Source: an optimization exercise on an open RTL-to-GDS flow (aim: small area). Production flows keep margins and buffers that such runs may drop. The RTL was checked by simulation tests, not by an equivalence proof against the original design. Power figures rest on the tool's default switching activity, not on a simulated workload.

== run 1 ==
==> flow/design.v (excerpt) <==
module uart_alu_top #(
    parameter CLK_FREQ = 100_000_000,
    parameter BAUD_RATE = 9600,
    parameter DATA_BITS = 8
)(
    input  wire clk,
    input  wire reset,
    input  wire rx,
    output wire tx,
    output wire [15:0] led
);
Size in the first run: ~57 flip-flops, roughly 20 I/O pins, roughly 3100 um2 of cells after synthesis.
export LEC_CHECK = 0
export CAP_MARGIN = 20
export CORE_MARGIN = 2
export CORE_UTILIZATION = 40
export SLEW_MARGIN = 20
create_clock -name core_clock -period 10.0 [get_ports {clk}]
standard.sh (not shown) runs the stock make flow with config.mk's settings and CLKGATE_MAP_FILE= SYNTH_SCRIPT=/design/flow/synth_recipe.tcl, a recipe that flattens the netlist after the stock synthesis.
==> flow/flow/run.sh <==
#!/bin/bash
set -euo pipefail
W=$(pwd)
FLOWDIR=$W/flow
# synthesis script: ORFS's synth.tcl with an ABC script override
sed 's|^  log_cmd abc {\*}\$abc_args|  if { [env_var_exists_and_non_empty MY_ABC_SCRIPT] } { set abc_args [lreplace $abc_args 1 1 $::env(MY_ABC_SCRIPT)] }\n  log_cmd abc {*}$abc_args|' \
  "$FLOW_HOME/scripts/synth.tcl" > "$W/synth_mod.tcl"
grep -q MY_ABC_SCRIPT "$W/synth_mod.tcl"
sed "s|\$::env(SCRIPTS_DIR)/synth.tcl|$W/synth_mod.tcl|" "$W/synth_recipe.tcl" > "$W/synth_recipe_mod.tcl"
grep -q synth_mod.tcl "$W/synth_recipe_mod.tcl"

bash "$W/standard.sh" \
  SYNTH_SCRIPT="$W/synth_recipe_mod.tcl" \
  ADDER_MAP_FILE= \
  MY_ABC_SCRIPT="$FLOWDIR/abc_area.script" \
  BUFFER_PORTS_ARGS="-buffer_cell sky130_fd_sc_hd__buf_1" \
  CTS_ARGS="-sink_clustering_enable -repair_clock_nets -dont_use_dummy_load" \
  finish > "$W/run_make.log" 2>&1
==> flow/flow/abc_area.script <==
strash
&get -n
&fraig -x
&put
dc2
strash
&get -n
&dch -f
&nf -a
&put
Run 1 was carried through to the last stage, and its layout satisfied the timing, DRC and antenna checks.
Input-level comparison between run 2 and run 1:
==> flow/run.sh (new file) <==
#!/bin/bash
# synth_recipe.tcl (not shown) runs the flow's synth.tcl, then flattens the netlist and writes it again
# the make line also repeats each setting of config.mk as NAME=value (left out here)
make -C /OpenROAD-flow-scripts/flow DESIGN_CONFIG=/design/flow/config.mk WORK_HOME=/design/flow/orfs CLKGATE_MAP_FILE= SYNTH_SCRIPT=/design/flow/synth_recipe.tcl finish
removed: flow/flow/run.sh
removed: flow/flow/abc_area.script
removed: flow/standard.sh
==> comparison <==
Combinational power down about 24% in run 2 wrt run 1
Run 2 against run 1: switching power total went down by 12 uW, post-route standard cell area excluding fillers went up by 510 um2, number of well taps has increased, clock power rose by about 16%.
Delta (run 2 minus run 1): mean number of vias per cell rose 0.21, portion of total power attributed to combinational logic fell 4.8 points.
### run 2 -> run 3
==> flow/flow/run.sh (new file) <==
#!/bin/bash
set -euo pipefail
W=$(pwd)
FLOWDIR=$W/flow
# synthesis script: ORFS's synth.tcl with an ABC script override
sed 's|^  log_cmd abc {\*}\$abc_args|  if { [env_var_exists_and_non_empty MY_ABC_SCRIPT] } { set abc_args [lreplace $abc_args 1 1 $::env(MY_ABC_SCRIPT)] }\n  log_cmd abc {*}$abc_args|' \
  "$FLOW_HOME/scripts/synth.tcl" > "$W/synth_mod.tcl"
grep -q MY_ABC_SCRIPT "$W/synth_mod.tcl"
sed "s|\$::env(SCRIPTS_DIR)/synth.tcl|$W/synth_mod.tcl|" "$W/synth_recipe.tcl" > "$W/synth_recipe_mod.tcl"
grep -q synth_mod.tcl "$W/synth_recipe_mod.tcl"

bash "$W/standard.sh" \
  SYNTH_SCRIPT="$W/synth_recipe_mod.tcl" \
  ADDER_MAP_FILE= \
  MY_ABC_SCRIPT="$FLOWDIR/abc_area.script" \
  BUFFER_PORTS_ARGS="-buffer_cell sky130_fd_sc_hd__buf_1" \
  CTS_ARGS="-sink_clustering_enable -repair_clock_nets -dont_use_dummy_load -buf_list sky130_fd_sc_hd__clkbuf_8 -root_buf sky130_fd_sc_hd__clkbuf_8 -sink_clustering_size 60 -sink_clustering_max_diameter 400" \
  finish > "$W/run_make.log" 2>&1
==> flow/flow/abc_area.script (new file) <==
strash
&get -n
&fraig -x
&put
dc2
strash
&get -n
&dch -f
&nf -a
&put
==> flow/standard.sh (new file) <==
#!/bin/bash
# synth_recipe.tcl (not shown) runs the flow's synth.tcl, then flattens the netlist and writes it again
# the make line also repeats each setting of config.mk as NAME=value (left out here)
make -C /OpenROAD-flow-scripts/flow DESIGN_CONFIG=/design/flow/config.mk WORK_HOME=/design/flow/orfs CLKGATE_MAP_FILE= SYNTH_SCRIPT=/design/flow/synth_recipe.tcl "${@:-finish}"
removed: flow/run.sh
## What came out
- Diff run 3 and run 2: largest stage delay on the critical path lower in run 2
- Relative to run 2, run 3 degrades worst hold slack.
- From run 2 to run 3 the numbers moved as follows: multi-input combinational gate total now larger; internal cell power has increased; area share of buffers outside the clock network went down; register clock-pin slew on the reported worst setup and hold paths level; number of signal-net buffers in the layout down 19%.
- Reported for run 3 and run 2, final antenna diode count turned out identical to the last digit.
- On first-iteration DRC count: run 3 sits below run 2.
- Run 3 reports its start point of the critical path as reg_op[3] while run 2 reports reg_op[2].

Setup of the previous run:
The RTL this note starts from:
==> flow/design.v <==
module alu (
    input  wire [7:0] a,
    input  wire [7:0] b,
    input  wire [3:0] e,
    output wire [7:0] result,
    output wire       zero,
    output wire       overflow,
    output wire       carry
);
    wire arith = e[3] & ~e[2];
    wire logic_ = e[3] & e[2];
    wire sub   = arith & e[1];
    wire L     = logic_ & e[0];           
    wire kx    = logic_ & e[1];           
    wire useS  = arith | kx;
    wire shift = ~e[3] & e[1];
    wire la_en = e[3];
    wire [7:0] bx = b ^ {8{sub}};
    wire [8:0] c;
    wire [7:0] cin;
    wire [7:0] s;
    genvar i;
    generate
        for (i = 0; i < 8; i = i + 1) begin : rc
            if (i == 0) assign cin[i] = sub | L;
            else        assign cin[i] = (arith & c[i]) | L;
            assign s[i]     = a[i] ^ bx[i] ^ cin[i];
            assign c[i + 1] = (a[i] & bx[i]) | (cin[i] & (a[i] ^ bx[i]));
        end
    endgenerate
    wire [7:0] la = useS ? (s & ~(c[8:1] & {8{kx}})) : c[8:1];
    wire [7:0] sh = $signed({e[0] & a[7], a}) >>> b[2:0];
    assign result = ({8{shift}} & sh) | ({8{la_en}} & la);
    assign zero     = ~|result;
    assign overflow = arith & (c[8] ^ c[7]);
    assign carry    = arith & ~e[1] & c[8];
endmodule
`timescale 1ns / 1ps
module baud_rate_generator #(
    parameter DIVISOR = 651
)(
    input  wire clk,
    input  wire reset,
    output wire tick
);
    function [9:0] lfsr_after;
        input integer n;
        integer i;
        reg [9:0] x;
        begin
            x = 10'd0;
            for (i = 0; i < n; i = i + 1)
                x = {x[8:0], ~(x[9] ^ x[6])};
            lfsr_after = x;
        end
    endfunction
    localparam [9:0] LAST = lfsr_after(DIVISOR - 1);
    reg [9:0] counter;
    assign tick = (counter == LAST);
    always @(posedge clk) begin
        if (reset || tick)
            counter <= 10'd0;
        else
            counter <= {counter[8:0], ~(counter[9] ^ counter[6])};
    end
endmodule
`timescale 1ns / 1ps
module uart_rx (
    input  wire       clk,
    input  wire       reset,
    input  wire       rx,
    input  wire       s_tick,
    output wire       rx_done_tick,
    output reg  [7:0] dout
);
    localparam [3:0] Q_START = 4'd7;
    localparam [3:0] Q_STOP  = 4'd0;
    localparam [3:0] Q_IDLE  = 4'd1;
    reg [3:0] q;
    reg [3:0] s;
    wire idle  = (q == Q_IDLE);
    wire data  = q[3];
    wire s15   = (s == 4'd15);
    wire s7    = (s == 4'd7);
    assign rx_done_tick = idle && (s == 4'd0);
    always @(posedge clk) begin
        if (reset) begin
            q    <= Q_IDLE;
            s[0] <= 1'b1;
        end else if (idle) begin
            if (!rx) q <= Q_START;
            s <= {3'b000, rx};
        end else if (s_tick) begin
            s <= s + 1'b1;
            if (q == Q_START && s7 && rx)
                q <= Q_IDLE;
            else if (s15)
                q <= q + 1'b1;
        end
    end
    always @(posedge clk) begin
        if (data && s_tick && s7)
            dout <= {rx, dout[7:1]};
    end
endmodule
`timescale 1ns / 1ps
module uart_tx (
    input  wire [1:0] f,
    input  wire [2:0] k,
    input  wire [7:0] result,
    input  wire [2:0] flags,
    output wire       bit_out
);
    wire [7:0] flag_byte = {flags, 5'b00000};
    assign bit_out = (f == 2'd1) ? result[k] :
                     (f == 2'd2) ? flag_byte[k] : ~k[0];
endmodule
`timescale 1ns / 1ps
module uart_alu_top #(
    parameter CLK_FREQ = 100_000_000,
    parameter BAUD_RATE = 9600,
    parameter DATA_BITS = 8
)(
    input  wire clk,
    input  wire reset,
    input  wire rx,
    output wire tx,
    output wire [15:0] led
);
    localparam DIVISOR = CLK_FREQ / (BAUD_RATE * 16);
    wire tick;
    baud_rate_generator #(.DIVISOR(DIVISOR)) baud_gen (
        .clk(clk), .reset(reset), .tick(tick)
    );
    wire rx_done;
    wire [7:0] rx_data;
    uart_rx uart_rx_inst (
        .clk(clk), .reset(reset), .rx(rx), .s_tick(tick),
        .rx_done_tick(rx_done), .dout(rx_data)
    );
    reg [7:0] reg_A, reg_B;
    reg [3:0] reg_op;
    wire [7:0] alu_result;
    wire alu_zero, alu_overflow, alu_carry;
    alu alu_inst (
        .a(reg_A), .b(reg_B), .e(reg_op),
        .result(alu_result), .zero(alu_zero),
        .overflow(alu_overflow), .carry(alu_carry)
    );
    reg [1:0] f;
    reg [3:0] p;
    reg [3:0] ts;
    reg tx_reg;
    wire recv    = (f == 2'd0);
    wire sending = !recv && (p[3] || p == 4'd7 || p == 4'd0);
    wire ts15    = (ts == 4'd15);
    wire tx_done = !recv && (p == 4'd0) && ts15 && tick;
    wire op_valid = ~rx_data[4] & ~rx_data[3] &
                    (rx_data[5] ? ~(rx_data[0] & ~rx_data[2]) : (~rx_data[2] & rx_data[1]));
    always @(posedge clk) begin
        if (recv && p == 4'd1) reg_A <= rx_data;
        if (recv && p == 4'd3) reg_B <= rx_data;
        if (recv && p == 4'd5) begin
            reg_op[2] <= rx_data[2];
            reg_op[0] <= rx_data[0];
        end
    end
    always @(posedge clk) begin
        if (reset) begin
            reg_op[3] <= 1'b0;
            reg_op[1] <= 1'b0;
        end else if (recv && p == 4'd5) begin
            reg_op[3] <= rx_data[5] & op_valid;
            reg_op[1] <= rx_data[1] & op_valid;
        end
    end
    always @(posedge clk) begin
        if (reset) begin
            f <= 2'd0;
            p <= 4'd0;
        end else if (recv) begin
            if (p == 4'd5) begin
                f <= 2'd1;
                p <= 4'd4;
            end else if (p[0] || rx_done)
                p <= p + 1'b1;
        end else if (sending) begin
            if (tick && ts15) begin
                if (p == 4'd0) begin
                    f <= f + 1'b1;
                    p <= (f == 2'd3) ? 4'd0 : 4'd5;
                end else
                    p <= p + 1'b1;
            end
        end else
            p <= p + 1'b1;
    end
    always @(posedge clk) begin
        if (!sending)
            ts <= 4'd0;
        else if (tick)
            ts <= ts + 1'b1;
    end
    wire data_bit;
    uart_tx uart_tx_inst (
        .f(f), .k(p[2:0]), .result(alu_result),
        .flags({alu_zero, alu_overflow, alu_carry}), .bit_out(data_bit)
    );
    always @(posedge clk) begin
        if (reset)
            tx_reg <= 1'b1;
        else
            tx_reg <= !(sending && p == 4'd7) && !(sending && p[3] && !data_bit);
    end
    assign tx = tx_reg;
    assign led[7:0] = alu_result;
    assign led[8]   = alu_zero;
    assign led[9]   = alu_overflow;
    assign led[10]  = alu_carry;
    assign led[11]  = recv && (p == 4'd1);
    assign led[12]  = recv && (p == 4'd3);
    assign led[13]  = recv && (p == 4'd5);
    assign led[14]  = rx_done;
    assign led[15]  = tx_done;
endmodule
Settings: LEC_CHECK=0, CAP_MARGIN=20, CORE_MARGIN=2, CORE_UTILIZATION=70, PLACE_DENSITY=0.85, SLEW_MARGIN=20; clock period 10.0 ns.
==> flow/flow/run.sh <==
#!/bin/bash
# Layout flow: the standard ORFS flow (standard.sh) with these changes:
#  - synthesis: no full/half-adder extraction (ADDER_MAP_FILE empty), and ABC is run with each
#    area-oriented script flow/abc*.script in turn, keeping the smallest netlist (flow/abc_pick.tcl);
#    everything before ABC, the flip-flop mapping and everything after is ORFS's synth.tcl as is;
#  - ports are buffered with buf_1;
#  - CTS builds its tree from clkbuf_4 cells and inserts no dummy loads.
# Floorplan, power grid, tap cells, placement, CTS, routing and finishing are the standard flow.
# Each tool's full output is in orfs/logs/ (one log per step); make's output is in run_make.log.
set -euo pipefail
W=$(pwd)
FLOWDIR=$W/flow
sed "s|^  log_cmd abc {\*}\$abc_args|  source $FLOWDIR/abc_pick.tcl|" \
  "$FLOW_HOME/scripts/synth.tcl" > "$W/synth_mod.tcl"
grep -q abc_pick.tcl "$W/synth_mod.tcl"
sed "s|\$::env(SCRIPTS_DIR)/synth.tcl|$W/synth_mod.tcl|" "$W/synth_recipe.tcl" > "$W/synth_recipe_mod.tcl"
grep -q synth_mod.tcl "$W/synth_recipe_mod.tcl"

bash "$W/standard.sh" \
  SYNTH_SCRIPT="$W/synth_recipe_mod.tcl" \
  ADDER_MAP_FILE= \
  MY_ABC_SCRIPTS="$(ls $FLOWDIR/abc*.script | tr '\n' ' ')" \
  BUFFER_PORTS_ARGS="-buffer_cell sky130_fd_sc_hd__buf_1" \
  CTS_ARGS="-sink_clustering_enable -repair_clock_nets -dont_use_dummy_load -buf_list sky130_fd_sc_hd__clkbuf_4 -root_buf sky130_fd_sc_hd__clkbuf_4" \
  finish > "$W/run_make.log" 2>&1
==> flow/flow/abc1.script <==
strash
&get -n
&fraig -x
&put
dc2
strash
dch -f
amap
==> flow/flow/abc2.script <==
strash
&get -n
&fraig -x
&put
dc2
strash

dch -f
amap -F 4 -A 50 -C 1000
==> flow/flow/abc3.script <==
strash
&get -n
&fraig -x
&put
dc2
strash
&get -n
&deepsyn -T 20
&put
dch -f
amap
==> flow/flow/abc4.script <==
strash
&get -n
&fraig -x
&put
dc2
strash
&get -n
&dch -f
&nf -a
&put
==> flow/flow/abc_pick.tcl <==
# Run ABC with each script in MY_ABC_SCRIPTS on the same netlist and keep the smallest result.
design -save my_pre_abc
set my_best_area ""
set my_best_script ""
set my_i 0
foreach my_script $::env(MY_ABC_SCRIPTS) {
  incr my_i
  design -load my_pre_abc
  log_cmd abc {*}[lreplace $abc_args 1 1 $my_script]
  opt_clean -purge
  set my_stat [tee -q -s result.string stat {*}$lib_args]
  if { [regexp {Chip area for module[^:]*:\s*([0-9.]+)} $my_stat -> my_area] } {
    puts "ABC script $my_script: area $my_area"
    if { $my_best_area eq "" || $my_area < $my_best_area } {
      set my_best_area $my_area
      set my_best_script $my_script
      design -save my_abc_best
    }
  }
}
puts "ABC script chosen: $my_best_script (area $my_best_area)"
design -load my_abc_best
Relative to the previous run, the following input files were edited for the current run:
diff --git a/flow/flow/run.sh b/flow/flow/run.sh
--- a/flow/flow/run.sh
+++ b/flow/flow/run.sh
@@ -2,5 +2,6 @@
 # Layout flow: the standard ORFS flow (standard.sh) with these changes:
-#  - synthesis: no full/half-adder extraction (ADDER_MAP_FILE empty), and ABC is run with each
-#    area-oriented script flow/abc*.script in turn, keeping the smallest netlist (flow/abc_pick.tcl);
-#    everything before ABC, the flip-flop mapping and everything after is ORFS's synth.tcl as is;
+#  - synthesis: no full/half-adder extraction (ADDER_MAP_FILE empty), and ABC is run with each of
+#    a set of area-oriented scripts (written below into abc_scripts/) in turn, keeping the
+#    smallest netlist (flow/abc_pick.tcl). Everything before ABC, the flip-flop mapping and
+#    everything after ABC is ORFS's synth.tcl as is;
 #  - ports are buffered with buf_1;
@@ -12,2 +13,25 @@
 FLOWDIR=$W/flow
+
+# ABC scripts: logic optimisation x choice computation x area-recovering standard-cell mapping
+mkdir -p "$W/abc_scripts"
+PRE_p0="strash"
+PRE_p1=$'strash\ndc2'
+PRE_p2=$'strash\n&get -n\n&fraig -x\n&put\ndc2\nstrash'
+PRE_p3=$'strash\ndc2\ndc2\nstrash'
+PRE_p4=$'strash\nrewrite\nrefactor\nbalance\nrewrite -z\nrefactor -z\nrewrite -z\nbalance\nstrash'
+CH_c0="dch"
+CH_c1="dch -f"
+MAP_m1="amap -F 4 -A 50 -C 1000"
+MAP_m4="amap -F 8 -A 100 -C 5000"
+MAP_m5="amap -F 2 -A 20 -C 500"
+MAP_m6="amap -F 4 -A 50 -C 1000 -m"
+for p in p0 p1 p2 p3 p4; do
+  for c in c0 c1; do
+    for m in m1 m4 m5 m6; do
+      pv=PRE_$p; cv=CH_$c; mv=MAP_$m
+      printf '%s\n%s\n%s\n' "${!pv}" "${!cv}" "${!mv}" > "$W/abc_scripts/$p$c$m.script"
+    done
+  done
+done
+
 sed "s|^  log_cmd abc {\*}\$abc_args|  source $FLOWDIR/abc_pick.tcl|" \
@@ -21,3 +45,3 @@
   ADDER_MAP_FILE= \
-  MY_ABC_SCRIPTS="$(ls $FLOWDIR/abc*.script | tr '\n' ' ')" \
+  MY_ABC_SCRIPTS="$(ls "$W"/abc_scripts/*.script | tr '\n' ' ')" \
   BUFFER_PORTS_ARGS="-buffer_cell sky130_fd_sc_hd__buf_1" \
diff --git a/flow/flow/abc_pick.tcl b/flow/flow/abc_pick.tcl
--- a/flow/flow/abc_pick.tcl
+++ b/flow/flow/abc_pick.tcl
@@ -13,2 +13,5 @@
     puts "ABC script $my_script: area $my_area"
+    if { $my_i == 1 } { set my_first_area $my_area }
+    # a result far below the first script's is taken for a failed ABC run and not used
+    if { $my_area < 0.8 * $my_first_area } { continue }
     if { $my_best_area eq "" || $my_area < $my_best_area } {
removed: flow/flow/abc1.script
removed: flow/flow/abc2.script
removed: flow/flow/abc3.script
removed: flow/flow/abc4.script
## What came out
The current run: clock group share of total power is 2.8 points lower than what the previous run reported.
Row peak clock frequency supported by timing: the current run higher / the previous run lower
The starting density of the core number comes out higher for the previous run vs the current run.

what the ideal ports hide:
How much do the figures lean on ideal ports? The routed layouts below were timed once more, with nothing changed but the port constraints.
Step 1 assumes that a clkbuf_16 drives the clock port and a buf_2 every other input.
Step 2, shift: input delay + t, output delay - t, t = (earliest + latest rising clock arrival at the registers) / 2. This alone moves slack from input paths to output paths.
a / b / c = no drivers / after step 1 / after step 2; a / b = the first two.
run | shift t [ns] | slack for setup (ns) | hold slack, ns | latest minus earliest clock arrival (ns) | worst data-port slew with drivers (ns)
run 1 | 0.350 | 1.659 / 1.630 / 1.980 | 0.443 / 0.443 / 0.443 | 0.030 / 0.030 | 0.03
run 2 | 0.359 | 0.500 / 0.471 / 0.831 | 0.464 / 0.464 / 0.464 | 0.008 / 0.007 | 0.03
run 3 | 0.350 | 1.659 / 1.630 / 1.980 | 0.443 / 0.443 / 0.443 | 0.030 / 0.030 | 0.03
the previous run | 0.398 | 0.930 / 0.900 / 1.298 | 0.425 / 0.425 / 0.425 | 0.035 / 0.034 | 0.03
the current run | 0.407 | 1.059 / 1.032 / 1.439 | 0.450 / 0.450 / 0.450 | 0.037 / 0.036 | 0.03
After both steps every run listed still meets setup and hold.
